Source: an optimization exercise on an open RTL-to-GDS flow (aim: small area and a short achievable clock period). Production flows keep margins and buffers that such runs may drop.
Function was checked by simulation only, so behaviour that the tests miss may differ from the original.
Power and IR drop assume default switching activity.

<file path="config.mk">
export PLATFORM = sky130hd
export DESIGN_NAME = TopLevelCPU
export DESIGN_NICKNAME = TopLevelCPU
export VERILOG_FILES = /design/flow/design.v
export SDC_FILE = /design/flow/constraint.sdc
export NUM_CORES = 4
export LEC_CHECK = 0
export CAP_MARGIN = 20
export CORE_MARGIN = 2
export CORE_UTILIZATION = 60
export CTS_CLUSTER_DIAMETER = 100
export CTS_CLUSTER_SIZE = 30
export PLACE_DENSITY = 0.7
export SLEW_MARGIN = 20
export SYNTH_HIERARCHICAL = 1
export SYNTH_MINIMUM_KEEP_SIZE = 0
</file>
<file path="constraint.sdc">
create_clock -name core_clock -period 38.0 [get_ports {clk}]
set_input_delay 7.6000 -clock core_clock [delete_from_list [all_inputs] [get_ports {clk}]]
set_output_delay 7.6000 -clock core_clock [all_outputs]
set_load 0.01 [all_outputs]
</file>
<file path="design.v">
module ProgramCounter (
    input wire clk,
    input wire rst,
    input wire load,              
    input wire inc,               
    input wire [15:0] pc_in,
    output reg [15:0] pc_out
);
    always @(posedge clk or posedge rst) begin
        if (rst)
            pc_out <= 16'd0;
        else if (load)
            pc_out <= pc_in;
        else if (inc)
            pc_out <= pc_out + 16'd1;
    end
endmodule
module InstructionRegister (
    input wire clk,
    input wire rst,
    input wire load,
    input wire [15:0] instr_in,
    output reg [15:0] instr_out
);
    wire [15:0] d;
    wire hold = ~load;
    genvar b;
    generate
        for (b = 0; b < 16; b = b + 1) begin : bit_
            HoldMux hm (.ld(load), .hold(hold), .d(instr_in[b]), .q(instr_out[b]), .y(d[b]));
        end
    endgenerate
    always @(posedge clk or posedge rst) begin
        if (rst)
            instr_out <= 16'd0;
        else
            instr_out <= d;
    end
endmodule
module RfReadBit (
    input wire [7:1] sel,
    input wire [7:1] bits,
    output wire out
);
    wire g0, g1;
    Aoi222 u0 (.a0(sel[1]), .b0(bits[1]), .a1(sel[2]), .b1(bits[2]), .a2(sel[3]), .b2(bits[3]), .y(g0));
    Aoi222 u1 (.a0(sel[4]), .b0(bits[4]), .a1(sel[5]), .b1(bits[5]), .a2(sel[6]), .b2(bits[6]), .y(g1));
    assign out = ~(g0 & g1 & ~(sel[7] & bits[7]));
endmodule
module RegisterFile (
    input wire clk,
    input wire we,
    input wire [2:0] raddr,
    input wire [2:0] waddr,
    input wire [15:0] wdata,
    input wire [2:0] reg_select,
    output wire [15:0] rdata,
    output wire [15:0] reg_data_selected
);
    reg [15:0] regs [1:7];
    wire [15:0] regs_d [1:7];
    wire [7:0] wsel = {8{we}} & (8'd1 << waddr);
    wire [7:0] rsel = 8'd1 << raddr;
    wire [7:0] dsel = 8'd1 << reg_select;
    genvar w, b;
    generate
        for (w = 1; w < 8; w = w + 1) begin : word
            wire hold = ~wsel[w];
            for (b = 0; b < 16; b = b + 1) begin : bit_
                HoldMux hm (.ld(wsel[w]), .hold(hold), .d(wdata[b]), .q(regs[w][b]), .y(regs_d[w][b]));
            end
        end
        for (b = 0; b < 16; b = b + 1) begin : rbit
            wire [7:1] col;
            for (w = 1; w < 8; w = w + 1) begin : c
                assign col[w] = regs[w][b];
            end
            RfReadBit ra (.sel(rsel[7:1]), .bits(col), .out(rdata[b]));
            RfReadBit rd (.sel(dsel[7:1]), .bits(col), .out(reg_data_selected[b]));
        end
    endgenerate
    integer k;
    always @(posedge clk) begin
        for (k = 1; k < 8; k = k + 1)
            regs[k] <= regs_d[k];
    end
endmodule
module HoldMux (
    input wire ld,
    input wire hold,
    input wire d,
    input wire q,
    output wire y
);
    assign y = (ld & d) | (hold & q);
endmodule
module Aoi222 (
    input wire a0, b0, a1, b1, a2, b2,
    output wire y
);
    assign y = ~((a0 & b0) | (a1 & b1) | (a2 & b2));
endmodule
module Decode6 (
    input wire [5:0] a,
    input wire en,
    output wire [63:0] sel
);
    wire [7:0] lo = {8{en}} & (8'd1 << a[2:0]);
    wire [7:0] hi = 8'd1 << a[5:3];
    genvar k;
    generate
        for (k = 0; k < 64; k = k + 1) begin : g
            assign sel[k] = lo[k % 8] & hi[k / 8];
        end
    endgenerate
endmodule
module RamReadBit (
    input wire [63:0] sel,
    input wire [63:0] bits,
    output wire out
);
    wire [20:0] g;
    genvar i;
    generate
        for (i = 0; i < 21; i = i + 1) begin : t
            Aoi222 u (.a0(sel[3*i]), .b0(bits[3*i]), .a1(sel[3*i+1]), .b1(bits[3*i+1]),
                      .a2(sel[3*i+2]), .b2(bits[3*i+2]), .y(g[i]));
        end
    endgenerate
    assign out = ~(&g) | (sel[63] & bits[63]);
endmodule
module SimpleRAM (
    input wire clk,
    input wire we,
    input wire [5:0] addr,
    input wire [15:0] din,
    input wire prog_we,
    input wire [5:0] prog_addr,
    input wire [15:0] prog_data,
    output wire [15:0] dout
);
    reg [15:0] mem [0:63];
    wire [15:0] mem_d [0:63];
    reg [5:0] raddr;
    wire [5:0] waddr = prog_we ? prog_addr : addr;
    wire [15:0] wdata = prog_we ? prog_data : din;
    wire [63:0] wsel, rsel;
    Decode6 wdec (.a(waddr), .en(prog_we | we), .sel(wsel));
    Decode6 rdec (.a(raddr), .en(1'b1), .sel(rsel));
    genvar w, b;
    generate
        for (w = 0; w < 64; w = w + 1) begin : word
            wire hold = ~wsel[w];
            for (b = 0; b < 16; b = b + 1) begin : bit_
                HoldMux hm (.ld(wsel[w]), .hold(hold), .d(wdata[b]), .q(mem[w][b]), .y(mem_d[w][b]));
            end
        end
        for (b = 0; b < 16; b = b + 1) begin : rbit
            wire [63:0] col;
            for (w = 0; w < 64; w = w + 1) begin : c
                assign col[w] = mem[w][b];
            end
            RamReadBit rb (.sel(rsel), .bits(col), .out(dout[b]));
        end
    endgenerate
    integer k;
    always @(posedge clk) begin
        for (k = 0; k < 64; k = k + 1)
            mem[k] <= mem_d[k];
        raddr <= addr;
    end
endmodule
module SharedMultiplier (
    input wire [15:0] a,
    input wire [15:0] b,
    output wire [21:0] p
);
    wire pp_0_0 = a[0] & b[0];
    wire pp_0_1 = a[1] & b[0];
    wire pp_0_2 = a[2] & b[0];
    wire pp_0_3 = a[3] & b[0];
    wire pp_0_4 = a[4] & b[0];
    wire pp_0_5 = a[5] & b[0];
    wire pp_0_6 = a[6] & b[0];
    wire pp_0_7 = a[7] & b[0];
    wire pp_0_8 = a[8] & b[0];
    wire pp_0_9 = a[9] & b[0];
    wire pp_0_10 = a[10] & b[0];
    wire pp_0_11 = a[11] & b[0];
    wire pp_0_12 = a[12] & b[0];
    wire pp_0_13 = a[13] & b[0];
    wire pp_0_14 = a[14] & b[0];
    wire pp_0_15 = a[15] & b[0];
    wire pp_1_0 = a[0] & b[1];
    wire pp_1_1 = a[1] & b[1];
    wire pp_1_2 = a[2] & b[1];
    wire pp_1_3 = a[3] & b[1];
    wire pp_1_4 = a[4] & b[1];
    wire pp_1_5 = a[5] & b[1];
    wire pp_1_6 = a[6] & b[1];
    wire pp_1_7 = a[7] & b[1];
    wire pp_1_8 = a[8] & b[1];
    wire pp_1_9 = a[9] & b[1];
    wire pp_1_10 = a[10] & b[1];
    wire pp_1_11 = a[11] & b[1];
    wire pp_1_12 = a[12] & b[1];
    wire pp_1_13 = a[13] & b[1];
    wire pp_1_14 = a[14] & b[1];
    wire pp_2_0 = a[0] & b[2];
    wire pp_2_1 = a[1] & b[2];
    wire pp_2_2 = a[2] & b[2];
    wire pp_2_3 = a[3] & b[2];
    wire pp_2_4 = a[4] & b[2];
    wire pp_2_5 = a[5] & b[2];
    wire pp_2_6 = a[6] & b[2];
    wire pp_2_7 = a[7] & b[2];
    wire pp_2_8 = a[8] & b[2];
    wire pp_2_9 = a[9] & b[2];
    wire pp_2_10 = a[10] & b[2];
    wire pp_2_11 = a[11] & b[2];
    wire pp_2_12 = a[12] & b[2];
    wire pp_2_13 = a[13] & b[2];
    wire pp_3_0 = a[0] & b[3];
    wire pp_3_1 = a[1] & b[3];
    wire pp_3_2 = a[2] & b[3];
    wire pp_3_3 = a[3] & b[3];
    wire pp_3_4 = a[4] & b[3];
    wire pp_3_5 = a[5] & b[3];
    wire pp_3_6 = a[6] & b[3];
    wire pp_3_7 = a[7] & b[3];
    wire pp_3_8 = a[8] & b[3];
    wire pp_3_9 = a[9] & b[3];
    wire pp_3_10 = a[10] & b[3];
    wire pp_3_11 = a[11] & b[3];
    wire pp_3_12 = a[12] & b[3];
    wire pp_4_0 = a[0] & b[4];
    wire pp_4_1 = a[1] & b[4];
    wire pp_4_2 = a[2] & b[4];
    wire pp_4_3 = a[3] & b[4];
    wire pp_4_4 = a[4] & b[4];
    wire pp_4_5 = a[5] & b[4];
    wire pp_4_6 = a[6] & b[4];
    wire pp_4_7 = a[7] & b[4];
    wire pp_4_8 = a[8] & b[4];
    wire pp_4_9 = a[9] & b[4];
    wire pp_4_10 = a[10] & b[4];
    wire pp_4_11 = a[11] & b[4];
    wire pp_5_0 = a[0] & b[5];
    wire pp_5_1 = a[1] & b[5];
    wire pp_5_2 = a[2] & b[5];
    wire pp_5_3 = a[3] & b[5];
    wire pp_5_4 = a[4] & b[5];
    wire pp_5_5 = a[5] & b[5];
    wire pp_5_6 = a[6] & b[5];
    wire pp_5_7 = a[7] & b[5];
    wire pp_5_8 = a[8] & b[5];
    wire pp_5_9 = a[9] & b[5];
    wire pp_5_10 = a[10] & b[5];
    wire pp_6_0 = a[0] & b[6];
    wire pp_6_1 = a[1] & b[6];
    wire pp_6_2 = a[2] & b[6];
    wire pp_6_3 = a[3] & b[6];
    wire pp_6_4 = a[4] & b[6];
    wire pp_6_5 = a[5] & b[6];
    wire pp_6_6 = a[6] & b[6];
    wire pp_6_7 = a[7] & b[6];
    wire pp_6_8 = a[8] & b[6];
    wire pp_6_9 = a[9] & b[6];
    wire pp_6_10 = a[10] & b[6];
    wire pp_7_0 = a[0] & b[7];
    wire pp_7_1 = a[1] & b[7];
    wire pp_7_2 = a[2] & b[7];
    wire pp_7_3 = a[3] & b[7];
    wire pp_7_4 = a[4] & b[7];
    wire pp_7_5 = a[5] & b[7];
    wire pp_7_6 = a[6] & b[7];
    wire pp_7_7 = a[7] & b[7];
    wire pp_7_8 = a[8] & b[7];
    wire pp_7_9 = a[9] & b[7];
    wire pp_7_10 = a[10] & b[7];
    wire pp_8_0 = a[0] & b[8];
    wire pp_8_1 = a[1] & b[8];
    wire pp_8_2 = a[2] & b[8];
    wire pp_8_3 = a[3] & b[8];
    wire pp_8_4 = a[4] & b[8];
    wire pp_8_5 = a[5] & b[8];
    wire pp_8_6 = a[6] & b[8];
    wire pp_8_7 = a[7] & b[8];
    wire pp_8_8 = a[8] & b[8];
    wire pp_8_9 = a[9] & b[8];
    wire pp_8_10 = a[10] & b[8];
    wire pp_9_0 = a[0] & b[9];
    wire pp_9_1 = a[1] & b[9];
    wire pp_9_2 = a[2] & b[9];
    wire pp_9_3 = a[3] & b[9];
    wire pp_9_4 = a[4] & b[9];
    wire pp_9_5 = a[5] & b[9];
    wire pp_9_6 = a[6] & b[9];
    wire pp_9_7 = a[7] & b[9];
    wire pp_9_8 = a[8] & b[9];
    wire pp_9_9 = a[9] & b[9];
    wire pp_9_10 = a[10] & b[9];
    wire pp_10_0 = a[0] & b[10];
    wire pp_10_1 = a[1] & b[10];
    wire pp_10_2 = a[2] & b[10];
    wire pp_10_3 = a[3] & b[10];
    wire pp_10_4 = a[4] & b[10];
    wire pp_10_5 = a[5] & b[10];
    wire pp_10_6 = a[6] & b[10];
    wire pp_10_7 = a[7] & b[10];
    wire pp_10_8 = a[8] & b[10];
    wire pp_10_9 = a[9] & b[10];
    wire pp_10_10 = a[10] & b[10];
    wire pp_11_0 = a[0] & b[11];
    wire pp_11_1 = a[1] & b[11];
    wire pp_11_2 = a[2] & b[11];
    wire pp_11_3 = a[3] & b[11];
    wire pp_11_4 = a[4] & b[11];
    wire pp_12_0 = a[0] & b[12];
    wire pp_12_1 = a[1] & b[12];
    wire pp_12_2 = a[2] & b[12];
    wire pp_12_3 = a[3] & b[12];
    wire pp_13_0 = a[0] & b[13];
    wire pp_13_1 = a[1] & b[13];
    wire pp_13_2 = a[2] & b[13];
    wire pp_14_0 = a[0] & b[14];
    wire pp_14_1 = a[1] & b[14];
    wire pp_15_0 = a[0] & b[15];
    wire s1, c2;
    HalfAdd ha2 (.a(pp_0_13), .b(pp_1_12), .s(s1), .co(c2));
    wire s3, c4;
    FullAdd fa4 (.a(pp_0_14), .b(pp_1_13), .ci(pp_2_12), .s(s3), .co(c4));
    wire s5, c6;
    HalfAdd ha6 (.a(pp_3_11), .b(pp_4_10), .s(s5), .co(c6));
    wire s7, c8;
    FullAdd fa8 (.a(pp_0_15), .b(pp_1_14), .ci(pp_2_13), .s(s7), .co(c8));
    wire s9, c10;
    FullAdd fa10 (.a(pp_3_12), .b(pp_4_11), .ci(pp_5_10), .s(s9), .co(c10));
    wire s11, c12;
    HalfAdd ha12 (.a(pp_6_9), .b(pp_7_8), .s(s11), .co(c12));
    wire s13, c14;
    HalfAdd ha14 (.a(pp_0_9), .b(pp_1_8), .s(s13), .co(c14));
    wire s15, c16;
    FullAdd fa16 (.a(pp_0_10), .b(pp_1_9), .ci(pp_2_8), .s(s15), .co(c16));
    wire s17, c18;
    HalfAdd ha18 (.a(pp_3_7), .b(pp_4_6), .s(s17), .co(c18));
    wire s19, c20;
    FullAdd fa20 (.a(pp_0_11), .b(pp_1_10), .ci(pp_2_9), .s(s19), .co(c20));
    wire s21, c22;
    FullAdd fa22 (.a(pp_3_8), .b(pp_4_7), .ci(pp_5_6), .s(s21), .co(c22));
    wire s23, c24;
    HalfAdd ha24 (.a(pp_6_5), .b(pp_7_4), .s(s23), .co(c24));
    wire s25, c26;
    FullAdd fa26 (.a(pp_0_12), .b(pp_1_11), .ci(pp_2_10), .s(s25), .co(c26));
    wire s27, c28;
    FullAdd fa28 (.a(pp_3_9), .b(pp_4_8), .ci(pp_5_7), .s(s27), .co(c28));
    wire s29, c30;
    FullAdd fa30 (.a(pp_6_6), .b(pp_7_5), .ci(pp_8_4), .s(s29), .co(c30));
    wire s31, c32;
    HalfAdd ha32 (.a(pp_9_3), .b(pp_10_2), .s(s31), .co(c32));
    wire s33, c34;
    FullAdd fa34 (.a(s1), .b(pp_2_11), .ci(pp_3_10), .s(s33), .co(c34));
    wire s35, c36;
    FullAdd fa36 (.a(pp_4_9), .b(pp_5_8), .ci(pp_6_7), .s(s35), .co(c36));
    wire s37, c38;
    FullAdd fa38 (.a(pp_7_6), .b(pp_8_5), .ci(pp_9_4), .s(s37), .co(c38));
    wire s39, c40;
    FullAdd fa40 (.a(pp_10_3), .b(pp_11_2), .ci(pp_12_1), .s(s39), .co(c40));
    wire s41, c42;
    FullAdd fa42 (.a(c2), .b(s3), .ci(s5), .s(s41), .co(c42));
    wire s43, c44;
    FullAdd fa44 (.a(pp_5_9), .b(pp_6_8), .ci(pp_7_7), .s(s43), .co(c44));
    wire s45, c46;
    FullAdd fa46 (.a(pp_8_6), .b(pp_9_5), .ci(pp_10_4), .s(s45), .co(c46));
    wire s47, c48;
    FullAdd fa48 (.a(pp_11_3), .b(pp_12_2), .ci(pp_13_1), .s(s47), .co(c48));
    wire s49, c50;
    FullAdd fa50 (.a(c4), .b(c6), .ci(s7), .s(s49), .co(c50));
    wire s51, c52;
    FullAdd fa52 (.a(s9), .b(s11), .ci(pp_8_7), .s(s51), .co(c52));
    wire s53, c54;
    FullAdd fa54 (.a(pp_9_6), .b(pp_10_5), .ci(pp_11_4), .s(s53), .co(c54));
    wire s55, c56;
    FullAdd fa56 (.a(pp_12_3), .b(pp_13_2), .ci(pp_14_1), .s(s55), .co(c56));
    wire s57, c58;
    FullAdd fa58 (.a(c8), .b(c10), .ci(c12), .s(s57), .co(c58));
    wire s59, c60;
    HalfAdd ha60 (.a(pp_6_10), .b(pp_7_9), .s(s59), .co(c60));
    wire s61, c62;
    HalfAdd ha62 (.a(pp_0_6), .b(pp_1_5), .s(s61), .co(c62));
    wire s63, c64;
    FullAdd fa64 (.a(pp_0_7), .b(pp_1_6), .ci(pp_2_5), .s(s63), .co(c64));
    wire s65, c66;
    HalfAdd ha66 (.a(pp_3_4), .b(pp_4_3), .s(s65), .co(c66));
    wire s67, c68;
    FullAdd fa68 (.a(pp_0_8), .b(pp_1_7), .ci(pp_2_6), .s(s67), .co(c68));
    wire s69, c70;
    FullAdd fa70 (.a(pp_3_5), .b(pp_4_4), .ci(pp_5_3), .s(s69), .co(c70));
    wire s71, c72;
    HalfAdd ha72 (.a(pp_6_2), .b(pp_7_1), .s(s71), .co(c72));
    wire s73, c74;
    FullAdd fa74 (.a(s13), .b(pp_2_7), .ci(pp_3_6), .s(s73), .co(c74));
    wire s75, c76;
    FullAdd fa76 (.a(pp_4_5), .b(pp_5_4), .ci(pp_6_3), .s(s75), .co(c76));
    wire s77, c78;
    FullAdd fa78 (.a(pp_7_2), .b(pp_8_1), .ci(pp_9_0), .s(s77), .co(c78));
    wire s79, c80;
    FullAdd fa80 (.a(c14), .b(s15), .ci(s17), .s(s79), .co(c80));
    wire s81, c82;
    FullAdd fa82 (.a(pp_5_5), .b(pp_6_4), .ci(pp_7_3), .s(s81), .co(c82));
    wire s83, c84;
    FullAdd fa84 (.a(pp_8_2), .b(pp_9_1), .ci(pp_10_0), .s(s83), .co(c84));
    wire s85, c86;
    FullAdd fa86 (.a(c16), .b(c18), .ci(s19), .s(s85), .co(c86));
    wire s87, c88;
    FullAdd fa88 (.a(s21), .b(s23), .ci(pp_8_3), .s(s87), .co(c88));
    wire s89, c90;
    FullAdd fa90 (.a(pp_9_2), .b(pp_10_1), .ci(pp_11_0), .s(s89), .co(c90));
    wire s91, c92;
    FullAdd fa92 (.a(c20), .b(c22), .ci(c24), .s(s91), .co(c92));
    wire s93, c94;
    FullAdd fa94 (.a(s25), .b(s27), .ci(s29), .s(s93), .co(c94));
    wire s95, c96;
    FullAdd fa96 (.a(s31), .b(pp_11_1), .ci(pp_12_0), .s(s95), .co(c96));
    wire s97, c98;
    FullAdd fa98 (.a(c26), .b(c28), .ci(c30), .s(s97), .co(c98));
    wire s99, c100;
    FullAdd fa100 (.a(c32), .b(s33), .ci(s35), .s(s99), .co(c100));
    wire s101, c102;
    FullAdd fa102 (.a(s37), .b(s39), .ci(pp_13_0), .s(s101), .co(c102));
    wire s103, c104;
    FullAdd fa104 (.a(c34), .b(c36), .ci(c38), .s(s103), .co(c104));
    wire s105, c106;
    FullAdd fa106 (.a(c40), .b(s41), .ci(s43), .s(s105), .co(c106));
    wire s107, c108;
    FullAdd fa108 (.a(s45), .b(s47), .ci(pp_14_0), .s(s107), .co(c108));
    wire s109, c110;
    FullAdd fa110 (.a(c42), .b(c44), .ci(c46), .s(s109), .co(c110));
    wire s111, c112;
    FullAdd fa112 (.a(c48), .b(s49), .ci(s51), .s(s111), .co(c112));
    wire s113, c114;
    FullAdd fa114 (.a(s53), .b(s55), .ci(pp_15_0), .s(s113), .co(c114));
    wire s115, c116;
    FullAdd fa116 (.a(c50), .b(c52), .ci(c54), .s(s115), .co(c116));
    wire s117, c118;
    FullAdd fa118 (.a(c56), .b(s57), .ci(s59), .s(s117), .co(c118));
    wire s119, c120;
    FullAdd fa120 (.a(pp_8_8), .b(pp_9_7), .ci(pp_10_6), .s(s119), .co(c120));
    wire s121, c122;
    FullAdd fa122 (.a(c58), .b(c60), .ci(pp_7_10), .s(s121), .co(c122));
    wire s123, c124;
    HalfAdd ha124 (.a(pp_8_9), .b(pp_9_8), .s(s123), .co(c124));
    wire s125, c126;
    HalfAdd ha126 (.a(pp_0_4), .b(pp_1_3), .s(s125), .co(c126));
    wire s127, c128;
    FullAdd fa128 (.a(pp_0_5), .b(pp_1_4), .ci(pp_2_3), .s(s127), .co(c128));
    wire s129, c130;
    HalfAdd ha130 (.a(pp_3_2), .b(pp_4_1), .s(s129), .co(c130));
    wire s131, c132;
    FullAdd fa132 (.a(s61), .b(pp_2_4), .ci(pp_3_3), .s(s131), .co(c132));
    wire s133, c134;
    FullAdd fa134 (.a(pp_4_2), .b(pp_5_1), .ci(pp_6_0), .s(s133), .co(c134));
    wire s135, c136;
    FullAdd fa136 (.a(c62), .b(s63), .ci(s65), .s(s135), .co(c136));
    wire s137, c138;
    FullAdd fa138 (.a(pp_5_2), .b(pp_6_1), .ci(pp_7_0), .s(s137), .co(c138));
    wire s139, c140;
    FullAdd fa140 (.a(c64), .b(c66), .ci(s67), .s(s139), .co(c140));
    wire s141, c142;
    FullAdd fa142 (.a(s69), .b(s71), .ci(pp_8_0), .s(s141), .co(c142));
    wire s143, c144;
    FullAdd fa144 (.a(c68), .b(c70), .ci(c72), .s(s143), .co(c144));
    wire s145, c146;
    FullAdd fa146 (.a(s73), .b(s75), .ci(s77), .s(s145), .co(c146));
    wire s147, c148;
    FullAdd fa148 (.a(c74), .b(c76), .ci(c78), .s(s147), .co(c148));
    wire s149, c150;
    FullAdd fa150 (.a(s79), .b(s81), .ci(s83), .s(s149), .co(c150));
    wire s151, c152;
    FullAdd fa152 (.a(c80), .b(c82), .ci(c84), .s(s151), .co(c152));
    wire s153, c154;
    FullAdd fa154 (.a(s85), .b(s87), .ci(s89), .s(s153), .co(c154));
    wire s155, c156;
    FullAdd fa156 (.a(c86), .b(c88), .ci(c90), .s(s155), .co(c156));
    wire s157, c158;
    FullAdd fa158 (.a(s91), .b(s93), .ci(s95), .s(s157), .co(c158));
    wire s159, c160;
    FullAdd fa160 (.a(c92), .b(c94), .ci(c96), .s(s159), .co(c160));
    wire s161, c162;
    FullAdd fa162 (.a(s97), .b(s99), .ci(s101), .s(s161), .co(c162));
    wire s163, c164;
    FullAdd fa164 (.a(c98), .b(c100), .ci(c102), .s(s163), .co(c164));
    wire s165, c166;
    FullAdd fa166 (.a(s103), .b(s105), .ci(s107), .s(s165), .co(c166));
    wire s167, c168;
    FullAdd fa168 (.a(c104), .b(c106), .ci(c108), .s(s167), .co(c168));
    wire s169, c170;
    FullAdd fa170 (.a(s109), .b(s111), .ci(s113), .s(s169), .co(c170));
    wire s171, c172;
    FullAdd fa172 (.a(c110), .b(c112), .ci(c114), .s(s171), .co(c172));
    wire s173, c174;
    FullAdd fa174 (.a(s115), .b(s117), .ci(s119), .s(s173), .co(c174));
    wire s175, c176;
    FullAdd fa176 (.a(c116), .b(c118), .ci(c120), .s(s175), .co(c176));
    wire s177, c178;
    FullAdd fa178 (.a(s121), .b(s123), .ci(pp_10_7), .s(s177), .co(c178));
    wire s179, c180;
    FullAdd fa180 (.a(c122), .b(c124), .ci(pp_8_10), .s(s179), .co(c180));
    wire s181, c182;
    HalfAdd ha182 (.a(pp_9_9), .b(pp_10_8), .s(s181), .co(c182));
    wire s183, c184;
    HalfAdd ha184 (.a(pp_0_3), .b(pp_1_2), .s(s183), .co(c184));
    wire s185, c186;
    FullAdd fa186 (.a(s125), .b(pp_2_2), .ci(pp_3_1), .s(s185), .co(c186));
    wire s187, c188;
    FullAdd fa188 (.a(c126), .b(s127), .ci(s129), .s(s187), .co(c188));
    wire s189, c190;
    FullAdd fa190 (.a(c128), .b(c130), .ci(s131), .s(s189), .co(c190));
    wire s191, c192;
    FullAdd fa192 (.a(c132), .b(c134), .ci(s135), .s(s191), .co(c192));
    wire s193, c194;
    FullAdd fa194 (.a(c136), .b(c138), .ci(s139), .s(s193), .co(c194));
    wire s195, c196;
    FullAdd fa196 (.a(c140), .b(c142), .ci(s143), .s(s195), .co(c196));
    wire s197, c198;
    FullAdd fa198 (.a(c144), .b(c146), .ci(s147), .s(s197), .co(c198));
    wire s199, c200;
    FullAdd fa200 (.a(c148), .b(c150), .ci(s151), .s(s199), .co(c200));
    wire s201, c202;
    FullAdd fa202 (.a(c152), .b(c154), .ci(s155), .s(s201), .co(c202));
    wire s203, c204;
    FullAdd fa204 (.a(c156), .b(c158), .ci(s159), .s(s203), .co(c204));
    wire s205, c206;
    FullAdd fa206 (.a(c160), .b(c162), .ci(s163), .s(s205), .co(c206));
    wire s207, c208;
    FullAdd fa208 (.a(c164), .b(c166), .ci(s167), .s(s207), .co(c208));
    wire s209, c210;
    FullAdd fa210 (.a(c168), .b(c170), .ci(s171), .s(s209), .co(c210));
    wire s211, c212;
    FullAdd fa212 (.a(c172), .b(c174), .ci(s175), .s(s211), .co(c212));
    wire s213, c214;
    FullAdd fa214 (.a(c176), .b(c178), .ci(s179), .s(s213), .co(c214));
    wire s215, c216;
    FullAdd fa216 (.a(c180), .b(c182), .ci(pp_9_10), .s(s215), .co(c216));
    wire s217, c218;
    HalfAdd ha218 (.a(pp_0_2), .b(pp_1_1), .s(s217), .co(c218));
    wire s219, c220;
    FullAdd fa220 (.a(s183), .b(pp_2_1), .ci(pp_3_0), .s(s219), .co(c220));
    wire s221, c222;
    FullAdd fa222 (.a(c184), .b(s185), .ci(pp_4_0), .s(s221), .co(c222));
    wire s223, c224;
    FullAdd fa224 (.a(c186), .b(s187), .ci(pp_5_0), .s(s223), .co(c224));
    wire s225, c226;
    FullAdd fa226 (.a(c188), .b(s189), .ci(s133), .s(s225), .co(c226));
    wire s227, c228;
    FullAdd fa228 (.a(c190), .b(s191), .ci(s137), .s(s227), .co(c228));
    wire s229, c230;
    FullAdd fa230 (.a(c192), .b(s193), .ci(s141), .s(s229), .co(c230));
    wire s231, c232;
    FullAdd fa232 (.a(c194), .b(s195), .ci(s145), .s(s231), .co(c232));
    wire s233, c234;
    FullAdd fa234 (.a(c196), .b(s197), .ci(s149), .s(s233), .co(c234));
    wire s235, c236;
    FullAdd fa236 (.a(c198), .b(s199), .ci(s153), .s(s235), .co(c236));
    wire s237, c238;
    FullAdd fa238 (.a(c200), .b(s201), .ci(s157), .s(s237), .co(c238));
    wire s239, c240;
    FullAdd fa240 (.a(c202), .b(s203), .ci(s161), .s(s239), .co(c240));
    wire s241, c242;
    FullAdd fa242 (.a(c204), .b(s205), .ci(s165), .s(s241), .co(c242));
    wire s243, c244;
    FullAdd fa244 (.a(c206), .b(s207), .ci(s169), .s(s243), .co(c244));
    wire s245, c246;
    FullAdd fa246 (.a(c208), .b(s209), .ci(s173), .s(s245), .co(c246));
    wire s247, c248;
    FullAdd fa248 (.a(c210), .b(s211), .ci(s177), .s(s247), .co(c248));
    wire s249, c250;
    FullAdd fa250 (.a(c212), .b(s213), .ci(s181), .s(s249), .co(c250));
    wire s251, c252;
    FullAdd fa252 (.a(c214), .b(s215), .ci(pp_10_9), .s(s251), .co(c252));
    wire s253, c254;
    HalfAdd ha254 (.a(c216), .b(pp_10_10), .s(s253), .co(c254));
    assign p[0] = pp_0_0;
    wire r255;
    HalfAdd ha255 (.a(pp_0_1), .b(pp_1_0), .s(p[1]), .co(r255));
    wire r256;
    FullAdd fa256 (.a(s217), .b(pp_2_0), .ci(r255), .s(p[2]), .co(r256));
    wire r257;
    FullAdd fa257 (.a(c218), .b(s219), .ci(r256), .s(p[3]), .co(r257));
    wire r258;
    FullAdd fa258 (.a(c220), .b(s221), .ci(r257), .s(p[4]), .co(r258));
    wire r259;
    FullAdd fa259 (.a(c222), .b(s223), .ci(r258), .s(p[5]), .co(r259));
    wire r260;
    FullAdd fa260 (.a(c224), .b(s225), .ci(r259), .s(p[6]), .co(r260));
    wire r261;
    FullAdd fa261 (.a(c226), .b(s227), .ci(r260), .s(p[7]), .co(r261));
    wire r262;
    FullAdd fa262 (.a(c228), .b(s229), .ci(r261), .s(p[8]), .co(r262));
    wire r263;
    FullAdd fa263 (.a(c230), .b(s231), .ci(r262), .s(p[9]), .co(r263));
    wire r264;
    FullAdd fa264 (.a(c232), .b(s233), .ci(r263), .s(p[10]), .co(r264));
    wire r265;
    FullAdd fa265 (.a(c234), .b(s235), .ci(r264), .s(p[11]), .co(r265));
    wire r266;
    FullAdd fa266 (.a(c236), .b(s237), .ci(r265), .s(p[12]), .co(r266));
    wire r267;
    FullAdd fa267 (.a(c238), .b(s239), .ci(r266), .s(p[13]), .co(r267));
    wire r268;
    FullAdd fa268 (.a(c240), .b(s241), .ci(r267), .s(p[14]), .co(r268));
    wire r269;
    FullAdd fa269 (.a(c242), .b(s243), .ci(r268), .s(p[15]), .co(r269));
    wire r270;
    FullAdd fa270 (.a(c244), .b(s245), .ci(r269), .s(p[16]), .co(r270));
    wire r271;
    FullAdd fa271 (.a(c246), .b(s247), .ci(r270), .s(p[17]), .co(r271));
    wire r272;
    FullAdd fa272 (.a(c248), .b(s249), .ci(r271), .s(p[18]), .co(r272));
    wire r273;
    FullAdd fa273 (.a(c250), .b(s251), .ci(r272), .s(p[19]), .co(r273));
    wire r274;
    FullAdd fa274 (.a(c252), .b(s253), .ci(r273), .s(p[20]), .co(r274));
    wire r275;
    HalfAdd ha275 (.a(c254), .b(r274), .s(p[21]), .co(r275));
endmodule
module FullAdd (
    input wire a,
    input wire b,
    input wire ci,
    output wire s,
    output wire co
);
    assign s = a ^ b ^ ci;
    assign co = (a & b) | (a & ci) | (b & ci);
endmodule
module HalfAdd (
    input wire a,
    input wire b,
    output wire s,
    output wire co
);
    assign s = a ^ b;
    assign co = a & b;
endmodule
module IntegerALU (
    input wire [15:0] op1,
    input wire [15:0] op2,
    input wire [2:0] shamt,
    input wire sub,
    input wire sra,
    output wire [15:0] sum,
    output wire [15:0] and_r,
    output wire [15:0] or_r,
    output wire [15:0] xor_r,
    output wire [15:0] shr
);
    RippleAdd #(16) add (.a(op1), .b(op2 ^ {16{sub}}), .ci(sub), .s(sum), .co());
    assign and_r = op1 & op2;
    assign or_r = op1 | op2;
    assign xor_r = op1 ^ op2;
    wire signed [16:0] shr_in = {sra & op1[15], op1};
    wire signed [16:0] shr_out = shr_in >>> shamt;
    assign shr = shr_out[15:0];
endmodule
module RippleAdd #(parameter W = 4) (
    input wire [W-1:0] a,
    input wire [W-1:0] b,
    input wire ci,
    output wire [W-1:0] s,
    output wire co
);
    wire [W:0] c;
    assign c[0] = ci;
    genvar i;
    generate
        for (i = 0; i < W; i = i + 1) begin : fa
            FullAdd u (.a(a[i]), .b(b[i]), .ci(c[i]), .s(s[i]), .co(c[i+1]));
        end
    endgenerate
    assign co = c[W];
endmodule
module FloatingPointALU (
    input wire [15:0] op1,
    input wire [15:0] op2,
    input wire [21:0] mant_mul,    
    output wire [15:0] fadd,
    output wire [15:0] fmul
);
    wire s1 = op1[15];
    wire s2 = op2[15];
    wire big1 = (op1[14:0] >= op2[14:0]);
    wire [4:0] eb = big1 ? op1[14:10] : op2[14:10];
    wire [9:0] fb = big1 ? op1[9:0] : op2[9:0];
    wire [9:0] fs = big1 ? op2[9:0] : op1[9:0];
    wire [4:0] d12, d21;
    RippleAdd #(5) dsub12 (.a(op1[14:10]), .b(~op2[14:10]), .ci(1'b1), .s(d12), .co());
    RippleAdd #(5) dsub21 (.a(op2[14:10]), .b(~op1[14:10]), .ci(1'b1), .s(d21), .co());
    wire [4:0] d = big1 ? d12 : d21;
    wire [10:0] a0 = {1'b1, fs};
    wire [10:0] a1 = d[0] ? {1'b0, a0[10:1]} : a0;
    wire [10:0] a2 = d[1] ? {2'b0, a1[10:2]} : a1;
    wire [10:0] a3 = d[2] ? {4'b0, a2[10:4]} : a2;
    wire [10:0] a4 = d[3] ? {8'b0, a3[10:8]} : a3;
    wire [10:0] msh = d[4] ? 11'd0 : a4;
    wire same = (s1 == s2);
    wire [10:0] addend = same ? msh : ~msh;
    wire [11:0] sum12;
    wire clo;
    wire [5:0] hi0, hi1;
    wire co0, co1;
    RippleAdd #(5) msum_lo (.a(fb[4:0]), .b(addend[4:0]), .ci(~same), .s(sum12[4:0]), .co(clo));
    RippleAdd #(6) msum_h0 (.a({1'b1, fb[9:5]}), .b(addend[10:5]), .ci(1'b0), .s(hi0), .co(co0));
    RippleAdd #(6) msum_h1 (.a({1'b1, fb[9:5]}), .b(addend[10:5]), .ci(1'b1), .s(hi1), .co(co1));
    assign sum12[11:5] = clo ? {co1, hi1} : {co0, hi0};
    wire ovf = same & sum12[11];
    wire [10:0] x0 = ovf ? sum12[11:1] : sum12[10:0];
    wire [4:0] ebm1 = eb - 5'd1;
    wire [4:0] e0 = ovf ? eb : ebm1;
    wire er_zero = ovf ? (eb == 5'd31) : (eb == 5'd0);
    wire x_zero = (x0 == 11'd0);
    wire c8 = (x0[10:3] == 8'd0) && (e0[4] || e0[3]);
    wire [10:0] x1 = c8 ? {x0[2:0], 8'd0} : x0;
    wire [4:0] e1 = c8 ? e0 - 5'd8 : e0;
    wire c4 = (x1[10:7] == 4'd0) && (e1[4] || e1[3] || e1[2]);
    wire [10:0] x2 = c4 ? {x1[6:0], 4'd0} : x1;
    wire [4:0] e2 = c4 ? e1 - 5'd4 : e1;
    wire c2 = (x2[10:9] == 2'd0) && (e2[4:1] != 4'd0);
    wire [10:0] x3 = c2 ? {x2[8:0], 2'd0} : x2;
    wire [4:0] e3 = c2 ? e2 - 5'd2 : e2;
    wire c1 = !x3[10] && (e3 != 5'd0);
    wire [9:0] x4 = c1 ? x3[8:0] << 1 : x3[9:0];
    wire [4:0] e4 = c1 ? e3 - 5'd1 : e3;
    wire [9:0] fadd_m = er_zero ? x0[10:1] : x4;
    wire [4:0] fadd_e = (er_zero || x_zero) ? 5'd0 : e4;
    assign fadd = {big1 ? s1 : s2, fadd_e, fadd_m};
    wire top = mant_mul[21];
    wire [4:0] fmul_e = op1[14:10] + op2[14:10] + 5'd17 + {4'd0, top};
    wire [9:0] fmul_m = top ? mant_mul[20:11] : mant_mul[19:10];
    assign fmul = {s1 ^ s2, fmul_e, fmul_m};
endmodule
module ControlUnit (
    input wire clk,
    input wire rst,
    input wire [3:0] opcode,
    output wire st_fetch,
    output wire st_decode,
    output wire st_exmem,      
    output wire st_wb,
    output wire st_branch
);
    localparam FETCH   = 3'b000,
               DECODE  = 3'b001,
               EXECUTE = 3'b011,
               MEM     = 3'b010,
               WB      = 3'b110,
               BRANCH  = 3'b100;
    reg [2:0] state;
    reg [2:0] next_state;
    wire op_branch = (opcode == 4'b1010) || (opcode == 4'b1110) || (opcode == 4'b1111);
    wire op_mem = (opcode == 4'b1100) || (opcode == 4'b1101);
    always @(posedge clk or posedge rst) begin
        if (rst)
            state <= FETCH;
        else
            state <= next_state;
    end
    always @(*) begin
        case (state)
            FETCH:   next_state = DECODE;
            DECODE:  next_state = op_branch ? BRANCH : EXECUTE;
            EXECUTE: next_state = op_mem ? MEM : WB;
            MEM:     next_state = WB;
            default: next_state = FETCH;
        endcase
    end
    assign st_fetch  = (state == FETCH);
    assign st_decode = (state == DECODE);
    assign st_exmem  = (state == EXECUTE) || (state == MEM);
    assign st_wb     = (state == WB);
    assign st_branch = (state == BRANCH);
endmodule
module TopLevelCPU (
    input wire clk,
    input wire rst,
    input wire mode_run,          
    input wire step,              
    input wire [2:0] reg_select,  
    input wire prog_we,           
    input wire [5:0] prog_addr,
    input wire [15:0] prog_data,
    output wire [15:0] pc_out,
    output wire [15:0] instr_out,
    output wire [15:0] reg_debug
);
    wire [15:0] instr;
    wire [15:0] mem_out;
    wire [3:0] opcode = instr[15:12];
    wire [2:0] rd = instr[11:9];
    wire [2:0] rs = instr[8:6];
    wire [2:0] rt = instr[5:3];
    wire [2:0] imm = instr[2:0];
    wire st_fetch, st_decode, st_exmem, st_wb, st_branch;
    ControlUnit CU (
        .clk(clk),
        .rst(rst),
        .opcode(opcode),
        .st_fetch(st_fetch),
        .st_decode(st_decode),
        .st_exmem(st_exmem),
        .st_wb(st_wb),
        .st_branch(st_branch)
    );
    wire [15:0] rdata;
    wire [15:0] write_data;
    reg [15:0] op2;
    wire rf_we = st_wb && (opcode != 4'b1101);
    RegisterFile RF (
        .clk(clk),
        .we(rf_we),
        .raddr(st_decode ? rt : rs),
        .waddr(rd),
        .wdata(write_data),
        .reg_select(reg_select),
        .rdata(rdata),
        .reg_data_selected(reg_debug)
    );
    reg [15:0] op1;
    wire [15:0] op2_d;
    wire op2_hold = ~st_decode;
    genvar b;
    generate
        for (b = 0; b < 16; b = b + 1) begin : op2_bit
            HoldMux hm (.ld(st_decode), .hold(op2_hold), .d(rdata[b]), .q(op2[b]), .y(op2_d[b]));
        end
    endgenerate
    always @(posedge clk) begin
        op2 <= op2_d;
        op1 <= rdata;
    end
    wire equal = (rdata == op2);
    wire pc_load = st_branch && (!opcode[2] || (opcode[0] ? !equal : equal));
    ProgramCounter PC (
        .clk(clk),
        .rst(rst),
        .load(pc_load),
        .inc(st_fetch),
        .pc_in({4'b0000, instr[11:0]}),
        .pc_out(pc_out)
    );
    SimpleRAM RAM (
        .clk(clk),
        .we(st_exmem && opcode == 4'b1101),
        .addr(pc_out[5:0]),
        .din(op2),
        .prog_we(prog_we),
        .prog_addr(prog_addr),
        .prog_data(prog_data),
        .dout(mem_out)
    );
    InstructionRegister IR (
        .clk(clk),
        .rst(rst),
        .load(st_fetch),
        .instr_in(mem_out),
        .instr_out(instr)
    );
    wire op_fmul = (opcode == 4'b1011);
    wire op_sll = (opcode == 4'b0110);
    wire [15:0] mul_a = op_fmul ? {5'd0, 1'b1, op1[9:0]} : op1;
    wire [15:0] mul_b = op_fmul ? {5'd0, 1'b1, op2[9:0]} :
                        op_sll  ? {8'd0, 8'd1 << imm} : op2;
    wire [21:0] prod;
    SharedMultiplier MUL (
        .a(mul_a),
        .b(mul_b),
        .p(prod)
    );
    wire [15:0] sum, and_r, or_r, xor_r, shr;
    IntegerALU ALU (
        .op1(op1),
        .op2(op2),
        .shamt(imm),
        .sub(opcode[0]),
        .sra(opcode[3]),
        .sum(sum),
        .and_r(and_r),
        .or_r(or_r),
        .xor_r(xor_r),
        .shr(shr)
    );
    wire [15:0] fadd, fmul;
    FloatingPointALU FPU (
        .op1(op1),
        .op2(op2),
        .mant_mul(prod),
        .fadd(fadd),
        .fmul(fmul)
    );
    reg [15:0] result;
    always @(*) begin
        case (opcode)
            4'b0000, 4'b0001: result = sum;
            4'b0010: result = and_r;
            4'b0011: result = or_r;
            4'b0100: result = xor_r;
            4'b0101, 4'b0110: result = prod[15:0];
            4'b0111, 4'b1000: result = shr;
            4'b1001: result = fadd;
            4'b1011: result = fmul;
            default: result = mem_out;
        endcase
    end
    assign write_data = result;
    assign instr_out = instr;
endmodule
</file>
<file path="flow/run.sh">
#!/bin/bash
# Layout flow: the standard flow (standard.sh, standard synthesis included)
# with two changes to how the layout is made, at the design's clock and
# constraints: the port buffers are buf_4 cells instead of the slow delay
# buffers buffer_ports picks by default, and timing repair aims for a setup
# slack margin so that it also speeds up paths that already meet the clock.
# make's full output goes to run_standard.log; each step's tool output is in
# orfs/logs/.
set -euo pipefail
bash standard.sh \
  "BUFFER_PORTS_ARGS=-buffer_cell sky130_fd_sc_hd__buf_4" \
  "SETUP_SLACK_MARGIN=21" \
  finish > run_standard.log 2>&1
</file>
<file path="standard.sh">
#!/bin/bash
# synth_recipe.tcl (not shown) runs the flow's synth.tcl, then flattens the netlist and writes it again
# the make line also repeats each setting of config.mk as NAME=value (left out here)
make -C /OpenROAD-flow-scripts/flow DESIGN_CONFIG=/design/flow/config.mk WORK_HOME=/design/flow/orfs CLKGATE_MAP_FILE= SYNTH_SCRIPT=/design/flow/synth_recipe.tcl "${@:-finish}"
</file>
==> results of run 1 <==
-- cells by family after synthesis --
logic type	count (synthesis)	synth area share, %
DFF	1209	45.5
AOI/OAI and AO/OA	1907	31.1
xor gates and xnor gates	71	1.17
other	4	0.0280
adders and majority gates	251	8.27
and+or+nand+nor	845	8.62
buffers and inverters	286	2.47
muxes	138	2.88
-- stage by stage --
stage | std cells | utilization [%]
finish | 6086 | 65.3
global route | 6083 | 65.3
CTS | 6082 | 65.3
detailed placement | 6024 | 63.9
global placement | 6023 | 63.8
floorplan | 4718 | -
-- cells in the mapped netlist, types with 23 or more instances --
cell and n:
inv_1 157, xnor2_1 48, clkbuf_1 42, o21ai_0 65
mux2i_1 51, nor2_1 178, mux2_2 74, nand3_1 71
nor4_1 26, dfxtp_1 1174, a22oi_1 23, nor3_1 29
a22o_1 1177, fa_1 172, ha_1 79, nand2_1 158
a222oi_1 406, nand4_1 81, and2_1 163, dfrtp_1 35
a211oi_1 26, buf_2 35, a21oi_1 39, nor2b_1 28
-- how the worst min path moves through the flow --
stage	cells past startpoint	slack, ns	startpoint	to
finish	1	0.48	RAM.mem[61][15]	RAM.mem[61][15]
floorplan	1	0.44	RAM.mem[0][0]	RAM.mem[0][0]
global placement	1	0.45	RAM.mem[0][1]	RAM.mem[0][1]
CTS	1	0.48	RAM.mem[56][10]	RAM.mem[56][10]
detailed placement	1	0.45	RAM.mem[0][9]	RAM.mem[0][9]
global route	1	0.49	RAM.mem[25][5]	RAM.mem[25][5]
-- cell usage in the layout (no fill, tap or decap), drive strengths merged, types with 15 or more instances in the layout --
| cell type | Yosys | layout |
|---|---|---|
| a211oi | 29 | 29 |
| a21oi | 40 | 40 |
| a222oi | 406 | 406 |
| a22o | 1177 | 1177 |
| a22oi | 23 | 23 |
| and2 | 164 | 164 |
| buf | 74 | 266 |
| clkbuf | 50 | 53 |
| dfrtp | 35 | 35 |
| dfxtp | 1174 | 1174 |
| fa | 172 | 172 |
| ha | 79 | 79 |
| inv | 162 | 166 |
| mux2 | 83 | 83 |
| mux2i | 53 | 53 |
| nand2 | 158 | 158 |
| nand3 | 71 | 71 |
| nand4 | 82 | 82 |
| nor2 | 182 | 182 |
| nor2b | 30 | 30 |
| nor3 | 30 | 30 |
| nor4 | 31 | 31 |
| o21ai | 82 | 82 |
| o22ai | 15 | 15 |
| o31ai | 16 | 16 |
| xnor2 | 49 | 49 |
| xor2 | 22 | 22 |
-- modules after synthesis (local to each module, per instance), a selection --
module | flip-flops and latches | copies in the design | area [um^2]
HoldMux | 0 | 1168 | 8.76
SharedMultiplier | 0 | 1 | 1070
ProgramCounter | 16 | 1 | 917
InstructionRegister | 16 | 1 | 408
RegisterFile | 112 | 1 | 2540
FloatingPointALU | 0 | 1 | 3410
IntegerALU | 0 | 1 | 1280
ControlUnit | 3 | 1 | 180
HalfAdd | 0 | 20 | 12.5
TopLevelCPU | 32 | 1 | 2750
SimpleRAM | 1030 | 1 | 21100
FullAdd | 0 | 171 | 20.0
RamReadBit | 0 | 16 | 51.3
RfReadBit | 0 | 32 | 8.76
Aoi222 | 0 | 400 | 10.0
Decode6 | 0 | 2 | 457
-- metal layers --
layer  share of wire, %  wire (um)
met1                 42      74700
met5             0.0072         13
met4                4.9       8860
met3                 10      18600
met2                 43      77700
-- sequential cells by signal, indices dropped and copies added, names as in the netlist --
signal        count
op1              16
RAM.raddr         6
PC.pc_out        16
RF.regs         112
CU.state          3
RAM.mem        1024
op2              16
IR.instr_out     16
-- power groups by stage --
stage          clock network, mW  registers (mW)  logic, mW
2_1_floorplan                  0            1.67      0.696
3_3_place_gp                   0            1.71      0.942
3_5_place_dp                   0            1.71      0.962
4_1_cts                    0.625            1.69      0.965
5_1_grt                    0.668            1.72       1.06
6_report                   0.628            1.69      0.992
-- final cells by class --
cell class              instances  area [um^2]  area share [%]
repair buffers                266         2000            3.46
well taps                    1165         1460            2.52
clock inverters                 5         51.3          0.0887
inverters                     162          608            1.05
flip-flops and latches       1209        24400            42.2
clock buffers                  53         1210            2.09
diodes                          3         7.51          0.0130
multi-input cells            3223        28100            48.6
==> impl_metrics.env, run 1 <==
export IMPL_status="timing/DRC/antenna clean"
export IMPL_power_leakage_nw=23.5
export IMPL_grt_usage_pct=38.0
export IMPL_gp_congestion=0.987
export IMPL_synth_edff_count=0
export IMPL_dpl_hpwl_mm=117
export IMPL_clock_skew_ns=0.0310
export IMPL_postLayoutCellArea_um2=57800
export IMPL_drtPass1Iterations=12
export IMPL_synth_area_per_cell_um2=11.4
export IMPL_start_util_pct=60.6
export IMPL_cpPeakStageDelay_ns=0.78
export IMPL_yosysSeqAreaShare_pct=45.5
export IMPL_path_buf_inv=2
export IMPL_global_route_usage_met1_pct=54.3
export IMPL_nets=5189
export IMPL_grt_use_met2_pct=56.2
export IMPL_top_usage_layer="met2"
export IMPL_critical_path_class="input pin to output pin"
export IMPL_hold_viol=0
export IMPL_drtAntennaViolNets=0
export IMPL_intPower_mw=2.16
export IMPL_grt_max_degree=65
export IMPL_crit_path_frequent_cell="buf_4"
export IMPL_setup_ws_ns=21.28
export IMPL_cp_slowest_cell="and3b_1"
export IMPL_p_sw_share_pct=34.9
export IMPL_power_share_clock_pct=19.0
export IMPL_grt_pass1_vias=41400
export IMPL_root_buffer="clkbuf_16"
export IMPL_rsz0062_at_grt="false"
export IMPL_dieArea_um2=91800
export IMPL_reg2reg_from="op1[0]"
export IMPL_p_switching_mw=1.16
export IMPL_worst_path_max_fanout=16
export IMPL_viasPerCell=7.29
export IMPL_port_buffers=75
export IMPL_ys_warn_count=14
export IMPL_grt_pass1_wl_mm=267
export IMPL_yosysTopAreaCell="dfxtp_1"
export IMPL_drive_gt1_share_pct=9.48
export IMPL_pin_count=78
export IMPL_die_w_um=303
export IMPL_cp_required_ns=30.40
export IMPL_synth_area_leaders="dfxtp_1 44%, a22o_1 19%, a222oi_1 7.6%"
export IMPL_period_share_pct=44.0
export IMPL_cts_buffers=46
export IMPL_p_seq_share_pct=51.1
export IMPL_place_area_um2=56500
export IMPL_synth_seq_cells=1209
export IMPL_critPathTopFamily="simple AND/OR/NAND/NOR gates"
export IMPL_hold_worst_slack_ns=0.480
export IMPL_arrival_ns=9.12
export IMPL_p_total_mw=3.31
export IMPL_clk_path_buf_depth=3
export IMPL_drc=0
export IMPL_path_cells="buf_4, and3b_1, a222oi_1, nand3_1, buf_4"
export IMPL_crit_path_end="reg_debug[3]"
export IMPL_setup_tns_ns=0
export IMPL_cts_sinks=1209
export IMPL_cts_tree="done"
export IMPL_drt_iter0_drc=7024
export IMPL_postSynthCellCount=4711
export IMPL_wl_per_cell_um=29.5
export IMPL_antenna_found_initial=1
export IMPL_synth_cell_types=102
export IMPL_met3_usage_pct=7.10
export IMPL_netlist_area_leader_share_pct=43.8
export IMPL_worstRegToRegCells=46
export IMPL_ys_flop_type="dfxtp_1"
export IMPL_setup_viol=0
export IMPL_hold_class="register to register"
export IMPL_syn2layout_area_growth_pct=7.81
export IMPL_postCtsSetupRepairBufs=0
export IMPL_vdd_drop_max_mv=0.0649
export IMPL_worstSetupEndpointType="output pin"
export IMPL_cap_violations=0
export IMPL_pre_cts_ws_ns=21.39
export IMPL_n_fill_cell=6988
export IMPL_num_vias=44400
export IMPL_h_tree_depth=2
export IMPL_clkTransAtPathRegs_ns=0.11
export IMPL_cts_resized=0
export IMPL_core_um2=88500
export IMPL_syn_area_um2=53600
export IMPL_finalCriticalPeriod_ns=16.72
export IMPL_grt_overflow_total=0
export IMPL_rows=109
export IMPL_worst_slew_pin_slew_ns=1.19
export IMPL_worst_path_stages=5
export IMPL_rrSetupSlack_ns=23.54
export IMPL_insertion_delay_ns=0.69
export IMPL_postCtsHoldBufs=0
export IMPL_p_per_area_nw_per_um2=57.3
export IMPL_die_height_um=303
export IMPL_max_freq_ghz=0.0598
export IMPL_critical_path_startpoint_type="input pin"
export IMPL_async_flop_share_pct=2.89
export IMPL_maxSlewViolCount=0
export IMPL_wl_mm=180
export IMPL_combPwrFrac_pct=30.0
export IMPL_relSlewSlack_pct=20.6
export IMPL_r2r_end="RF.regs[3][11]"
export IMPL_startpoint="reg_select[2]"
==> run 2: changes to the inputs <==
--- a/flow/run.sh
+++ b/flow/run.sh
@@ -10,4 +10,4 @@
 bash standard.sh \
   "BUFFER_PORTS_ARGS=-buffer_cell sky130_fd_sc_hd__buf_4" \
-  "SETUP_SLACK_MARGIN=21" \
+  "SETUP_SLACK_MARGIN=21.5" \
   finish > run_standard.log 2>&1
==> impl_metrics.env, run 2 <==
export IMPL_status="timing/DRC/antenna clean"
export IMPL_power_leakage_nw=23.5
export IMPL_antenna_found_initial=2
export IMPL_pin_count=78
export IMPL_setup_tns_ns=0
export IMPL_grt_max_degree=65
export IMPL_synth_cell_types=102
export IMPL_rows=109
export IMPL_min_path_cells=1
export IMPL_async_flop_share_pct=2.89
export IMPL_fin_util_pct=65.4
export IMPL_setup_ws_ns=21.52
export IMPL_intPower_mw=2.16
export IMPL_top_regs="RAM.mem x1024, RF.regs x112"
export IMPL_cpPeakStageDelay_ns=0.34
export IMPL_p_per_area_nw_per_um2=57.7
export IMPL_layout_common_cells="1177 x a22o_1, 1174 x dfxtp_1, 406 x a222oi_1, 262 x buf_4, 178 x nor2_1"
export IMPL_netlist_area_leader_share_pct=43.8
export IMPL_synth_area_per_cell_um2=11.4
export IMPL_synth_edff_count=0
export IMPL_critPathTopFamily="buffers and inverters"
export IMPL_critical_path_startpoint_type="input pin"
export IMPL_die_height_um=303
export IMPL_wl_mm=184
export IMPL_clk_path_buf_depth=3
export IMPL_critical_path_class="input pin to output pin"
export IMPL_clock_skew_ns=0.0527
export IMPL_die_w_um=303
export IMPL_largest_register="RAM.mem"
export IMPL_cp_required_ns=30.40
export IMPL_crit_path_frequent_cell="buf_4"
export IMPL_synth_seq_cells=1209
export IMPL_port_buffers=75
export IMPL_path_buf_inv=3
export IMPL_start_util_pct=60.6
export IMPL_ys_flop_type="dfxtp_1"
export IMPL_vdd_drop_max_mv=0.0584
export IMPL_power_share_clock_pct=19.1
export IMPL_grt_overflow_total=0
export IMPL_finalCriticalPeriod_ns=16.48
export IMPL_cts_tree="done"
export IMPL_postCtsHoldBufs=0
export IMPL_cap_violations=0
export IMPL_maxSlewViolCount=0
export IMPL_relSlewSlack_pct=19.3
export IMPL_grt_pass1_vias=41600
export IMPL_worst_slew_pin_slew_ns=1.20
export IMPL_worstRegToRegCells=44
export IMPL_drtPass1Iterations=8
export IMPL_period_share_pct=43.4
export IMPL_cp_slowest_cell="a222oi_1"
export IMPL_max_freq_ghz=0.0607
export IMPL_drive_gt1_share_pct=9.43
export IMPL_drt_iter0_drc=7122
export IMPL_core_um2=88500
export IMPL_hold_class="register to register"
export IMPL_nets=5189
export IMPL_combPwrFrac_pct=30.3
export IMPL_p_sw_share_pct=35.2
export IMPL_pre_cts_ws_ns=21.32
export IMPL_r2r_end="RF.regs[4][11]"
export IMPL_cts_sinks=1209
export IMPL_grt_pass1_wl_mm=270
export IMPL_reg2reg_from="op1[10]"
export IMPL_insertion_delay_ns=0.67
export IMPL_path_cells="buf_4, nor3b_2, buf_4, a222oi_1, nand3_1, buf_6"
export IMPL_p_switching_mw=1.18
export IMPL_layout_commonest_cell="a22o_1"
export IMPL_drc=0
export IMPL_viasPerCell=7.40
export IMPL_grt_usage_pct=38.8
export IMPL_rrSetupSlack_ns=23.86
export IMPL_largest_reg_flops=1024
export IMPL_root_buffer="clkbuf_16"
export IMPL_dieArea_um2=91800
export IMPL_num_vias=45000
export IMPL_yosysTopAreaCell="dfxtp_1"
export IMPL_gp_congestion=0.979
export IMPL_h_tree_depth=2
export IMPL_ys_warn_count=14
export IMPL_yosysMostFrequentCell="a22o_1"
export IMPL_worst_path_max_fanout=16
export IMPL_worstSetupEndpointType="output pin"
export IMPL_p_seq_share_pct=50.7
export IMPL_yosysSeqAreaShare_pct=45.5
export IMPL_synth_area_leaders="dfxtp_1 44%, a22o_1 19%, a222oi_1 7.6%"
export IMPL_hold_viol=0
export IMPL_dpl_hpwl_mm=118
export IMPL_hold_end="RAM.mem[37][14]"
export IMPL_arrival_ns=8.88
export IMPL_syn2layout_area_growth_pct=7.91
export IMPL_setup_viol=0
export IMPL_postSynthCellCount=4711
export IMPL_wl_per_cell_um=30.2
export IMPL_rsz0062_at_grt="false"
export IMPL_drtAntennaViolNets=0
export IMPL_syn_area_um2=53600
export IMPL_cts_buffers=47
export IMPL_worstHoldStart="RAM.mem[37][14]"
export IMPL_clkTransAtPathRegs_ns=0.11
export IMPL_ys_top_cells_by_count="1177 x a22o_1, 1174 x dfxtp_1, 406 x a222oi_1"
[run 2: per-stage QoR]
stage / total power [mW] / std cells / hold WS (ns) / instance area (um^2)
after floorplan: 2.36 / 4718 / 0.438 / 53700
after global placement: 2.66 / 6023 / 0.451 / 56500
after detailed placement: 2.68 / 6024 / 0.451 / 56500
after CTS: 3.30 / 6085 / 0.483 / 57800
after global routing: 3.47 / 6085 / 0.493 / 57900
final: 3.34 / 6087 / 0.480 / 57900
[run 2: cells by family (layout without fill, tap and decap cells)]
| family | count (synthesis) | in the layout | share of synthesized area [%] |
|---|---|---|---|
| XOR/XNOR | 71 | 71 | 1.17 |
| adder cells (fa/ha/maj) | 251 | 251 | 8.27 |
| AND/OR/NAND/NOR | 845 | 845 | 8.62 |
| other | 4 | 13 | 0.0280 |
| buffers and inverters | 286 | 488 | 2.47 |
| multiplexers | 138 | 138 | 2.88 |
| AO/OA/AOI/OAI | 1907 | 1907 | 31.1 |
| flip-flops | 1209 | 1209 | 45.5 |
[run 2: power groups by stage]
| stage | sequential (mW) | combinational [mW] | clock (mW) |
|---|---|---|---|
| 6_report | 1.69 | 1.01 | 0.637 |
| 5_1_grt | 1.72 | 1.07 | 0.679 |
| 4_1_cts | 1.68 | 0.980 | 0.635 |
| 3_5_place_dp | 1.71 | 0.976 | 0 |
| 3_3_place_gp | 1.71 | 0.958 | 0 |
| 2_1_floorplan | 1.67 | 0.696 | 0 |
[run 2: metal layers]
layer | GRT usage [%] | share of wire, %
met1 | 56.1 | 41
met2 | 56.3 | 43
met3 | 7.57 | 11
met4 | 17.7 | 5.1
met5 | 0 | 0
[run 2: layout make-up]
cell class | count | area [um^2]
Sequential cell | 1209 | 24400
Tap cell | 1165 | 1460
Timing Repair Buffer | 265 | 2000
Antenna cell | 2 | 5.00
Clock buffer | 56 | 1230
Multi-Input combinational cell | 3223 | 28100
Fill cell | 7063 | 30700
Inverter | 162 | 608
Clock inverter | 5 | 87.6
[run 2: repair_timing]
action	in CTS	in global routing
resized for setup	6	2
setup buffers	0	0
pin swaps	3	10
setup endpoints to repair	16	6
[run 2: worst max path at each step]
stage	start	end	slack (ns)	cells past startpoint
6_report	reg_select[0]	reg_debug[5]	21.52	6
5_1_grt	reg_select[0]	reg_debug[5]	21.50	6
4_1_cts	reg_select[2]	reg_debug[7]	21.51	6
2_1_floorplan	reg_select[0]	reg_debug[0]	21.51	3
3_5_place_dp	reg_select[2]	reg_debug[5]	21.32	5
3_3_place_gp	reg_select[2]	reg_debug[5]	21.36	5
[run 2: modules after synthesis (local to each module, per instance), a selection]
module	times used	flops+latches	cells inside	cell area, um^2
Aoi222	400	0	1	10.0
ControlUnit	1	3	17	180
FloatingPointALU	1	0	488	3410
FullAdd	171	0	1	20.0
HalfAdd	20	0	1	12.5
HoldMux	1168	0	1	8.76
InstructionRegister	1	16	18	408
IntegerALU	1	0	172	1280
ProgramCounter	1	16	101	917
RamReadBit	16	0	9	51.3
RegisterFile	1	112	144	2540
RfReadBit	32	0	2	8.76
SimpleRAM	1	1030	1120	21100
TopLevelCPU	1	32	320	2750

==> what the ideal ports hide <==
In the flow no input, the clock included, has a driving cell. The finished layouts below were timed again as built, in two steps. Step 1 (the two cells are an assumption about what drives the block):
set clk [get_ports {clk}]
set_driving_cell -lib_cell sky130_fd_sc_hd__clkbuf_16 $clk
set_driving_cell -lib_cell sky130_fd_sc_hd__buf_2 [delete_from_list [all_inputs] $clk]
Step 2 adds t to the input delays and takes it off the output delays; t is the mean of the earliest and latest rising clock arrival at the registers after step 1. Input paths then give back, and output paths get back, about the clock's delay inside the block. Slacks: ideal / step 1 / step 2; pairs: ideal / step 1.
run	shift t [ns]	slack for setup (ns)	worst setup path after step 2	clock arrival spread, ns	slew at the worst register clock pin (ns)
run 1	0.750	21.275 / 21.255 / 21.255	input to output	0.040 / 0.040	0.12 / 0.12
run 2	0.717	21.521 / 21.496 / 21.496	input to output	0.053 / 0.052	0.12 / 0.12
After both steps setup and hold are still met in every run listed. The setup slack of run 2, which loses most, moves by -0.025 ns with the drivers and by -0.025 ns with both steps.
